This design comes from an exercise in tuning for small area and a short achievable clock period on the open sky130 flow, not from production work.
At most, simulation tests tie the RTL to the original design; equivalence was not proved.
The RTL of run 2 was laid out without a check of its function.

File: flow/design.v
`timescale 1ns / 1ps
module Subtractor(
    input clk,
    input rst,               
    input in_valid,
    input [1:0] sel,         
    input [15:0] a,
    input [15:0] b,
    output out_valid,
    output [3:0] LED,
    output [26:0] binary_out,
    output [55:0] seg
);
reg [26:0] binary;
wire [3:0] ones, tens, hundreds, thousand1, thousand10, thousand100, million, million10;
wire [6:0] _ones, _tens, _hundreds, _thousand1, _thousand10, _thousand100, _million, _million10;
wire [55:0] disarray;
reg [15:0] A,B;
reg [3:0] led;
reg [1:0] Sel;
reg v1;
reg [55:0] seg_r;
reg [3:0] led_r;
reg [26:0] binary_r;
reg v2;
wire [15:0] addition_sum;
wire [15:0] subtraction_sum;
wire [26:0] addition_total;
wire [26:0] subtraction_total;
wire [15:0] shift_total;
assign addition_total = {11'd0, addition_sum};
assign subtraction_total = {11'd0, subtraction_sum};
always @ (posedge clk) begin
if (rst) v1 <= 1'b0;
else v1 <= in_valid;
if (in_valid) begin Sel <= sel; A <= a; B <= b; end
end
always @ (*) begin
case (Sel)
2'b00: begin
binary = addition_total;
led [3:0] = 4'b0001;
end
2'b01: begin
binary = subtraction_total;
led [3:0] = 4'b0010;
end
2'b10: begin
binary = A*B;
led [3:0] = 4'b0100;
end
2'b11: begin
binary = shift_total;
led [3:0] = 4'b1000;
end
default: begin binary = A+B; led [3:0] = 4'b0001; end
endcase
end
Adder_16 add1(.a(A),.b(B),.cin(1'b0),.sum(addition_sum),.cout());
Adder_16 sub1(.a(A),.b(~B+1),.cin(1'b0),.sum(subtraction_sum),.cout());
Right_Shift RS1(A,shift_total);
BCD x1(binary, ones, tens, hundreds, thousand1, thousand10, thousand100, million, million10);
conversion c1(ones, _ones); conversion c6(tens, _tens); conversion c2(hundreds, _hundreds); conversion c3(thousand1, _thousand1); conversion c4(thousand10, _thousand10); conversion c5(thousand100, _thousand100);
conversion c7(million, _million); conversion c8(million10, _million10);
assign disarray = {_million10,_million,_thousand100,_thousand10,_thousand1,_hundreds,_tens,_ones};
always @ (posedge clk) begin
if (rst) v2 <= 1'b0;
else v2 <= v1;
seg_r <= disarray;
led_r <= led;
binary_r <= binary;
end
assign out_valid = v2;
assign LED = led_r;
assign binary_out = binary_r;
assign seg = seg_r;
endmodule
module BCD(
input [26:0] binary,
output reg [3:0] ones,
output reg [3:0] tens,
output reg [3:0] hundreds,
output reg [3:0] thousand1,
output reg [3:0] thousand10,
output reg [3:0] thousand100,
output reg [3:0] million,
output reg [3:0] million10
);
integer i;
always @ (binary) begin
ones = 4'b0000; tens = 4'b0000; hundreds = 4'b0000; thousand1 = 4'b0000; thousand10 = 4'b0000; thousand100 = 4'b0000; million = 4'b0000; million10 = 4'b0000;
for (i=26;i>=0;i=i-1) begin
if (million10 >= 4'b0101)
    million10 = million10 + 3;
if (million >= 4'b0101)
        million = million + 3;
if (thousand100 >= 4'b0101)
        thousand100 = thousand100 + 3;
if (thousand10 >= 4'b0101)
        thousand10 = thousand10 + 3;
if (thousand1 >= 4'b0101)
        thousand1 = thousand1 + 3;
if (hundreds >= 4'b0101)
        hundreds = hundreds + 3;
if (tens >= 4'b0101)
        tens = tens + 3;
if (ones >= 4'b0101)
        ones = ones + 3;
million10 = million10 << 1;
million10[0] = million[3];
million = million << 1;
million[0] = thousand100[3];
thousand100 = thousand100 << 1;
thousand100[0] = thousand10[3];
thousand10 = thousand10 << 1;
thousand10[0] = thousand1[3];
thousand1 = thousand1 << 1;
thousand1[0] = hundreds[3];
hundreds = hundreds << 1;
hundreds[0] = tens[3];
tens = tens << 1;
tens[0] = ones[3];
ones = ones << 1;
ones[0] = binary[i];
end
if (million10 == 4'b0000) begin million10 = 4'b1111;
    if (million == 4'b0000) begin million = 4'b1111;
        if (thousand100 == 4'b0000) begin thousand100 = 4'b1111;
            if (thousand10 == 4'b0000) begin thousand10 = 4'b1111;
                if (thousand1 == 4'b0000) begin thousand1 = 4'b1111;
                    if (hundreds == 4'b0000) begin hundreds = 4'b1111;
                        if (tens == 4'b0000) begin tens = 4'b1111;
                            if (ones == 4'b0000) begin ones = 4'b1111;
end
    end
        end
            end
                end
                    end
                        end
                            end
end
endmodule
module conversion(
    input [3:0]number,
    output reg [6:0]led
    );   
    always @(number[3:0]) begin
        case (number[3:0])
            4'b0000: led = ~(7'b0111111);
            4'b0001: led = ~(7'b0000110);
            4'b0010: led = ~(7'b1011011);
            4'b0011: led = ~(7'b1001111);
            4'b0100: led = ~(7'b1100110);
            4'b0101: led = ~(7'b1101101);
            4'b0110: led = ~(7'b1111101);
            4'b0111: led = ~(7'b0000111);
            4'b1000: led = ~(7'b1111111);
            4'b1001: led = ~(7'b1101111);
            4'b1111: led = ~(7'b0000000);
            default: led = ~(7'b0000000);
        endcase
    end   
endmodule
module Adder_16 (input  [15:0] a, b, input cin,
                 output [15:0] sum, output cout);
  wire [16:0] c;	     
  assign c[0] = cin;	 
  assign cout = c[16];	 
  Full_Adder adder [15:0] (a[15:0], b[15:0], c[15:0], c[16:1], sum[15:0]);
endmodule
module Full_Adder(input a, b, c, output cout, sum);
  wire w1, w2, w3;
  and (w1, a, b);
  xor (w2, a, b);
  and (w3, w2, c);
  xor (sum, w2, c);
  or  (cout, w1, w3);
endmodule
module Right_Shift(input [15:0] a, output [15:0] c);
reg [15:0] c_1;
always @ (a) begin
c_1 <= a;
c_1 [0] <= a [1];
c_1 [1] <= a [2];
c_1 [2] <= a [3];
c_1 [3] <= a [4];
c_1 [4] <= a [5];
c_1 [5] <= a [6];
c_1 [6] <= a [7];
c_1 [7] <= a [8];
c_1 [8] <= a [9];
c_1 [9] <= a [10];
c_1 [10] <= a [11];
c_1 [11] <= a [12];
c_1 [12] <= a [13];
c_1 [13] <= a [14];
c_1 [14] <= a [15];
c_1 [15] <= 1'b0; 
end
assign c = c_1;
endmodule
File: flow/run.sh
#!/bin/bash
# synth_recipe.tcl (not shown) runs the flow's synth.tcl, then flattens the netlist and writes it again
# the make line also repeats each setting of config.mk as NAME=value (left out here)
make -C /OpenROAD-flow-scripts/flow DESIGN_CONFIG=/design/flow/config.mk WORK_HOME=/design/flow/orfs CLKGATE_MAP_FILE= SYNTH_SCRIPT=/design/flow/synth_recipe.tcl finish
File: flow/config.mk
export PLATFORM = sky130hd
export DESIGN_NAME = Subtractor
export DESIGN_NICKNAME = Subtractor
export VERILOG_FILES = /design/flow/design.v
export SDC_FILE = /design/flow/constraint.sdc
export NUM_CORES = 4
export LEC_CHECK = 0
export CAP_MARGIN = 20
export CORE_MARGIN = 2
export CORE_UTILIZATION = 40
export SLEW_MARGIN = 20
File: flow/constraint.sdc
create_clock -name core_clock -period 33.0 [get_ports {clk}]
set_input_delay 6.6000 -clock core_clock [delete_from_list [all_inputs] [get_ports {clk}]]
set_output_delay 6.6000 -clock core_clock [all_outputs]
set_load 0.01 [all_outputs]
==> results.toml, run 1 <==
[worst_setup_path]
critPathKind = "reg2reg"
cp.required_ns = 33.40
slowest_stage = "fa_1"
timing.rr.start = "B[6]$_DFFE_PP_"
cpPeakStageDelay_ns = 0.54
r2r_slack_ns = 1.69
r2r-end = "seg_r[3]$_DFF_P_"
start_kind = "flip-flop"
cp.arrival_ns = 31.71
rr_worst_depth = 173
path_max_fanout = 9
crit_path_end_kind = "flip-flop"

[worst_hold_path]
hold_path.class = "reg2reg"
hold_path_end = "v2$_SDFF_PP0_"
hold_start = "v1$_SDFF_PP0_"
hold_path_depth = 1

[synthesis]
syn_inst = 3856
synth_top_cell_by_area = "fa_1"
synth_top_family_by_area = "adder cells"
synth_area_leaders = "fa_1 14%, ha_1 13%, inv_1 6.1%, dfxtp_1 5.9%, nand2_1 4.4%"
synth_edf_count = 34
synth_nets = 4412
synthFlopType = "dfxtp_1"
synth_common_cells = "494 x inv_1, 357 x nand2_1, 333 x nor2_1"
ys_warn_count = 5
netlist_area_mm2 = 0.0302
async_reset_ff_share_pct = 0
yosysMostFrequentCell = "inv_1"
avgSynthCellArea_um2 = 7.84
synthAdderAreaFrac_pct = 26.8
synth-xor-area-share_pct = 4.24
synthMuxAreaShare_pct = 6.30
synth-simple-area-share_pct = 21.6
seq_area_frac_synth_pct = 9.27
ys_types = 146
synth_compound_area_share_pct = 23.7
ys_ff_latch = 123
synth_top_area_share_pct = 14.2

[final_layout]
final_net_count = 4661
fill_cells = 7385
drive_gt1_share_pct = 15.9
areaGrowthSynthToFinish_pct = 17.2
antenna_cells = 0

[clock_tree]
clkTransAtPathRegs_ns = 0.07
clock_latency_ns = 0.48
htree_levels = 4
clockBufferDepth = 2
cts.sinks = 123
cts-root-buf = "clkbuf_16"
cts_tree = "done"
cts_made_buffers = 17

[drt]
dr_total_vias = 27800
wirelength_um = 78800
drtIter0Drc = 1703
drcViolationCount = 0
ant_nets = 0
post_drt_wl_per_cell_um = 15.5
vias_per_cell = 5.46
dr.pass1.iters = 5

[placement]
gp_congestion = 0.943
numPortBuffers = 124
place_hpwl_um = 61800

[die]
num_io_pins = 125
start_util_pct = 40.5
die_y_um = 279
core_mm2 = 0.0746
dieArea_mm2 = 0.0778
placementRows = 100
die_x_um = 279

[timing]
hold_viol = 0
fin_crit_sh_pct = 94.9
tightest_slew_ns = 0.952
final.setup_skew_ns = 0.0175
setup_violations = 0
fmax_mhz = 31.9
setup-tns-final_ns = 0
final_max_slew_viol_count = 0
relSlewSlack_pct = 36.5
period_needed_ns = 31.31

[outcome]
status = "complete, no violations"

[global_route]
antenna_found_initial = 0
grt-ovfl-total = 0
grt_max_degree = 35
grt_first_pass_wirelength_um = 129000
grt_pass1_vias = 26300
grt_usage_pct = 19.8

[job]
max_cap_viol_count = 0
cells in the final DEF (no fill, tap or decap), types with 19 or more instances in the layout:
master	n
buf_4	195
dfxtp_1	89
or3_1	31
mux2i_1	86
and2_1	81
mux2_2	48
and3_1	40
a211oi_1	31
ha_1	277
o22ai_1	33
nand3_1	76
nand2b_1	80
o21ai_1	44
o21bai_1	20
o21a_1	38
clkdlybuf4s50_1	124
inv_2	34
a21o_1	71
nor2_1	324
a31oi_1	34
xnor2_1	78
nor3_1	65
edfxtp_1	34
or2_1	27
ha_2	19
o211ai_1	42
nor2b_1	51
fa_1	214
nand2_1	348
a21oi_1	183
inv_1	478
o21ai_0	131
a21oi_2	21
stage by stage:
stage	hold slack, ns	worst slack [ns]	utilization, %	std cells	cell area (µm²)
floorplan	0.414	0.532	-	3856	30200
global placement	0.419	0.0962	44.3	4959	33100
detailed placement	0.430	-0.661	44.3	4959	33100
CTS	0.444	0.0195	45.5	5006	33900
global route	0.468	-0.377	47.5	5087	35400
finish	0.439	1.69	47.5	5087	35400
registers in the layout, summed over array words and instances (netlist names):
register	count
led_r	4
B	16
v2	1
A	16
v1	1
seg_r	56
Sel	2
binary_r	27
repair_timing:
action,in CTS,in global routing
gates cloned,0,1
pin swaps,7,70
hold buffers,0,0
buffers inserted,15,80
gates resized for setup,20,201
endpoints found under the setup margin,37,56
layout make-up:
cell class / count / area [µm²] / area share [%]
multi-input cells: 3102 / 25900 / 73.1
repair buffers: 331 / 2860 / 8.09
clock inverters: 12 / 161 / 0.456
inverters: 530 / 2020 / 5.69
clock buffers: 20 / 478 / 1.35
flip-flops and latches: 123 / 2800 / 7.91
well taps: 969 / 1210 / 3.42
critical path: cells and delay by family, from the launching register on:
| kind | cells | cell delay (ns) |
|---|---|---|
| muxes | 2 | 0.35 |
| adders and majority gates | 35 | 8.77 |
| AOI/OAI and AO/OA | 38 | 6.62 |
| xor gates and xnor gates | 8 | 1.63 |
| DFF | 1 | 0.44 |
| buffers and inverters | 25 | 2.03 |
| and+or+nand+nor | 65 | 11.27 |
routing by layer:
metal  GRT usage [%]  vias to the layer above  share of wire, %
met5               0                        -                 0
met4            5.47                        0               2.4
met3            3.15                      122               5.1
met2            32.8                      639                46
met1            26.6                    13100                47
li1                -                    14000                 -
logic make-up after synthesis:
logic type                 count (synthesis)
DFF                                      123
and+or+nand+nor                         1306
AOI/OAI and AO/OA                        984
muxes                                    166
xor gates and xnor gates                 127
adders and majority gates                519
buffers and inverters                    631
worst max-delay path by stage:
stage / startpoint / endpoint / slack, ns / cells past startpoint
6_report: B[6]$_DFFE_PP_ / seg_r[3]$_DFF_P_ / 1.69 / 173
5_1_grt: B[6]$_DFFE_PP_ / seg_r[3]$_DFF_P_ / -0.38 / 176
4_1_cts: B[6]$_DFFE_PP_ / seg_r[3]$_DFF_P_ / 0.02 / 175
3_5_place_dp: A[9]$_DFFE_PP_ / seg_r[3]$_DFF_P_ / -0.66 / 176
3_3_place_gp: A[9]$_DFFE_PP_ / seg_r[3]$_DFF_P_ / 0.1 / 169
2_1_floorplan: B[6]$_DFFE_PP_ / seg_r[3]$_DFF_P_ / 0.53 / 179
==> run 2: changes to the inputs <==
==> flow/design.v (replaced) <==
`timescale 1ns / 1ps
module Subtractor(
    input clk,
    input rst,               
    input in_valid,
    input [1:0] sel,         
    input [15:0] a,
    input [15:0] b,
    output out_valid,
    output [3:0] LED,
    output [26:0] binary_out,
    output [55:0] seg
);
function [3:0] add3(input [3:0] d);
    add3 = (d >= 4'd5) ? d + 4'd3 : d;
endfunction
function [6:0] seg7(input [3:0] d);
    case (d)
        4'd0: seg7 = ~7'b0111111;
        4'd1: seg7 = ~7'b0000110;
        4'd2: seg7 = ~7'b1011011;
        4'd3: seg7 = ~7'b1001111;
        4'd4: seg7 = ~7'b1100110;
        4'd5: seg7 = ~7'b1101101;
        4'd6: seg7 = ~7'b1111101;
        4'd7: seg7 = ~7'b0000111;
        4'd8: seg7 = ~7'b1111111;
        4'd9: seg7 = ~7'b1101111;
        default: seg7 = ~7'b0000000;
    endcase
endfunction
reg [15:0] A, B;
reg [1:0] S0;
reg v0;
always @(posedge clk) begin
    v0 <= in_valid & ~rst;
    A <= a; B <= b; S0 <= sel;
end
wire [15:0] addsub = A + (B ^ {16{S0[0]}}) + {15'd0, S0[0]};
wire [26:0] prod = A * B;
reg [26:0] res;
always @(*) begin
    case (S0)
        2'd2: res = prod;
        2'd3: res = {12'd0, A[15:1]};
        default: res = {11'd0, addsub};
    endcase
end
reg [26:0] R1;
reg [1:0] S1;
reg v1;
always @(posedge clk) begin
    v1 <= v0 & ~rst;
    R1 <= res; S1 <= S0;
end
localparam K = 13;                
reg [31:0] dd;
integer i, k;
always @(*) begin
    dd = 32'd0;
    for (i = 26; i >= K; i = i - 1) begin
        for (k = 0; k < 8; k = k + 1) dd[4*k +: 4] = add3(dd[4*k +: 4]);
        dd = {dd[30:0], R1[i]};
    end
end
reg [26:0] R2;
reg [19:0] D2;                    
reg [1:0] S2;
reg v2;
always @(posedge clk) begin
    v2 <= v1 & ~rst;
    R2 <= R1; S2 <= S1; D2 <= dd[19:0];
end
reg [31:0] de;
reg [3:0] dg;
reg blank;
reg [55:0] sg;
always @(*) begin
    de = {12'd0, D2};
    for (i = K - 1; i >= 0; i = i - 1) begin
        for (k = 0; k < 8; k = k + 1) de[4*k +: 4] = add3(de[4*k +: 4]);
        de = {de[30:0], R2[i]};
    end
    blank = 1'b1;
    for (k = 7; k >= 0; k = k - 1) begin
        dg = de[4*k +: 4];
        if (blank && dg == 4'd0) dg = 4'hF;
        else blank = 1'b0;
        sg[7*k +: 7] = seg7(dg);
    end
end
reg [55:0] seg_r;
reg [3:0] led_r;
reg [26:0] bin_r;
reg v3;
always @(posedge clk) begin
    v3 <= v2 & ~rst;
    seg_r <= sg;
    bin_r <= R2;
    led_r <= 4'b0001 << S2;
end
assign out_valid = v3;
assign LED = led_r;
assign binary_out = bin_r;
assign seg = seg_r;
endmodule
==> results.toml, run 2 <==
[outcome]
status = "complete, no violations"

[synthesis]
avgSynthCellArea_um2 = 7.92
ys_types = 132
synth_edf_count = 0
seq_area_frac_synth_pct = 13.9
syn_inst = 3649
synth_compound_area_share_pct = 23.7
synth_common_cells = "426 x inv_1, 378 x nand2_1, 273 x ha_1"
ys_ff_latch = 200
synth_top_area_share_pct = 13.9
yosysMostFrequentCell = "inv_1"
synth_top_family_by_area = "adder cells"
synth_nets = 4146
synth-simple-area-share_pct = 19.8
netlist_area_mm2 = 0.0289
synthAdderAreaFrac_pct = 24.8
synth_area_leaders = "dfxtp_1 14%, fa_1 13%, ha_1 12%, inv_1 5.5%, nand2_1 4.9%"
synthFlopType = "dfxtp_1"
async_reset_ff_share_pct = 0
ys_warn_count = 1
synth-xor-area-share_pct = 4.27
synthMuxAreaShare_pct = 6.13
synth_top_cell_by_area = "dfxtp_1"

[worst_hold_path]
hold_path.class = "reg2reg"
hold_start = "R1[7]$_DFF_P_"

[global_route]
antenna_found_initial = 1
grt_use_met2_pct = 29.2
grt_pass1_vias = 23600
busiest_layer = "met2"
grt_usage_pct = 17.3
grt_use_met1_pct = 23.5
grt_util_met3_pct = 2.47
grt_max_degree = 44
grt-ovfl-total = 0
grt_first_pass_wirelength_um = 110000

[final_layout]
drive_gt1_share_pct = 6.59
fin_area_mm2 = 0.0316
top_regs = "seg_r: 56 flops, R1: 27 flops, bin_r: 27 flops"
final_cell_mix = "426 x inv_1, 378 x nand2_1, 273 x ha_1"
areaGrowthSynthToFinish_pct = 9.26
fin_util_pct = 44.2
layout_commonest_cell = "inv_1"
top_register = "seg_r"
largest_reg_flops = 56
final_net_count = 4187

[worst_setup_path]
worstSetupStartpoint = "D2[12]$_DFF_P_"
path_buf_inv = 9
cp.arrival_ns = 15.85
crit_path_frequent_cell = "ha_1"
crit_path_end_kind = "flip-flop"
cp.required_ns = 33.39
cpPeakStageDelay_ns = 0.61
path_max_fanout = 15
crit_family = "compound AO/OA/AOI/OAI gates"
slowest_stage = "nor4_1"
timing.rr.start = "D2[12]$_DFF_P_"
start_kind = "flip-flop"
critPathKind = "reg2reg"

[drt]
ant_nets = 0
wirelength_um = 64200
post_drt_wl_per_cell_um = 13.8
drcViolationCount = 0
drtIter0Drc = 1416
dr_total_vias = 24900
vias_per_cell = 5.35
dr.pass1.iters = 5

[placement]
postPlaceCellArea_mm2 = 0.0309
numPortBuffers = 124
place_hpwl_um = 49100
gp_congestion = 0.840

[clock_tree]
cts_resized = 0
postCtsSetupRepairBufs = 0
htree_levels = 4
clock_latency_ns = 0.50
cts.sinks = 200
cts-root-buf = "clkbuf_16"
cts_made_buffers = 17
cts_hold_buffers = 0
cts_tree = "done"
clkTransAtPathRegs_ns = 0.09
clockBufferDepth = 2

[die]
start_util_pct = 40.4
num_io_pins = 125
dieArea_mm2 = 0.0744
placementRows = 98
core_mm2 = 0.0715
die_x_um = 273
die_y_um = 273

[timing]
rsz0062_at_grt = "false"
fmax_mhz = 64.7
setup-tns-final_ns = 0
final_max_slew_viol_count = 0
relSlewSlack_pct = 34.4
setup_violations = 0
tightest_slew_ns = 0.983
fin_crit_sh_pct = 46.8
hold_viol = 0
final.setup_skew_ns = 0.0329
period_needed_ns = 15.46

[job]
max_cap_viol_count = 0
[run 2: cell families after synthesis]
kind of cell / after synthesis
flops: 200
buf+inv: 560
fa+ha+maj: 460
simple gates: 1162
mux: 164
xor+xnor: 130
compound gates: 973
[run 2: final timing paths]
kind | to | slack [ns] | depth (start not counted)
max | seg_r[3]$_DFF_P_ | 17.54 | 68
min | R2[7]$_DFF_P_ | 0.33 | 0
max reg2reg | seg_r[3]$_DFF_P_ | 17.54 | 68
min reg2reg | R2[7]$_DFF_P_ | 0.33 | 0
[run 2: area by class of cell]
type / count / area [µm²]
Sequential cell: 200 / 4010
Fill cell: 7111 / 39900
Multi-Input combinational cell: 2889 / 22700
Tap cell: 950 / 1190
Timing Repair Buffer: 135 / 1320
Clock inverter: 15 / 206
Clock buffer: 17 / 425
Inverter: 447 / 1680
Antenna cell: 1 / 2.50
[run 2: metrics by stage]
step / hold WS, ns / setup slack (ns) / std cells
2_1_floorplan: 0.310 / 19.58 / 3649
6_report: 0.329 / 17.54 / 4654
3_5_place_dp: 0.312 / 17.66 / 4620
3_3_place_gp: 0.310 / 18.08 / 4620
5_1_grt: 0.337 / 15.91 / 4654
4_1_cts: 0.330 / 17.58 / 4652
[run 2: per-layer routing]
| layer | part of all wire [%] | up-vias |
|---|---|---|
| met1 | 49 | 11600 |
| li1 | - | 12900 |
| met2 | 46 | 406 |
| met4 | 0.97 | 0 |
| met5 | 0 | - |
| met3 | 3.5 | 39 |
[run 2: worst reg2reg max path, delay by kind of cell, from the launching register on]
family	cells	cell delay, ns
buf+inv	9	0.80
fa+ha+maj	13	3.04
compound gates	22	5.88
flops	1	0.44
xor+xnor	5	1.41
simple gates	17	3.35
mux	2	0.40

[re-timing with driven ports]
No port has a modelled driver above. Below, the same layouts with a new extraction and two added sets of constraints. Step 1 (the two cells are an assumption about what drives the block):
set clk [get_ports {clk}]
set_driving_cell -lib_cell sky130_fd_sc_hd__clkbuf_16 $clk
set_driving_cell -lib_cell sky130_fd_sc_hd__buf_2 [delete_from_list [all_inputs] $clk]
Step 2 also shifts input and output timing later by t, the mid clock arrival at the registers, as if the neighbouring blocks saw the same clock. a / b / c = ideal / step 1 / step 2; a / b = the first two.
| run | t, ns | setup slack, ns | worst setup path after step 2 | pins driven straight from the clock port |
|---|---|---|---|---|
| run 1 | 0.534 | 1.692 / 1.692 / 1.692 | register to register | 1 |
| run 2 | 0.550 | 17.544 / 17.544 / 17.544 | register to register | 1 |
After both steps every run listed still meets setup and hold.
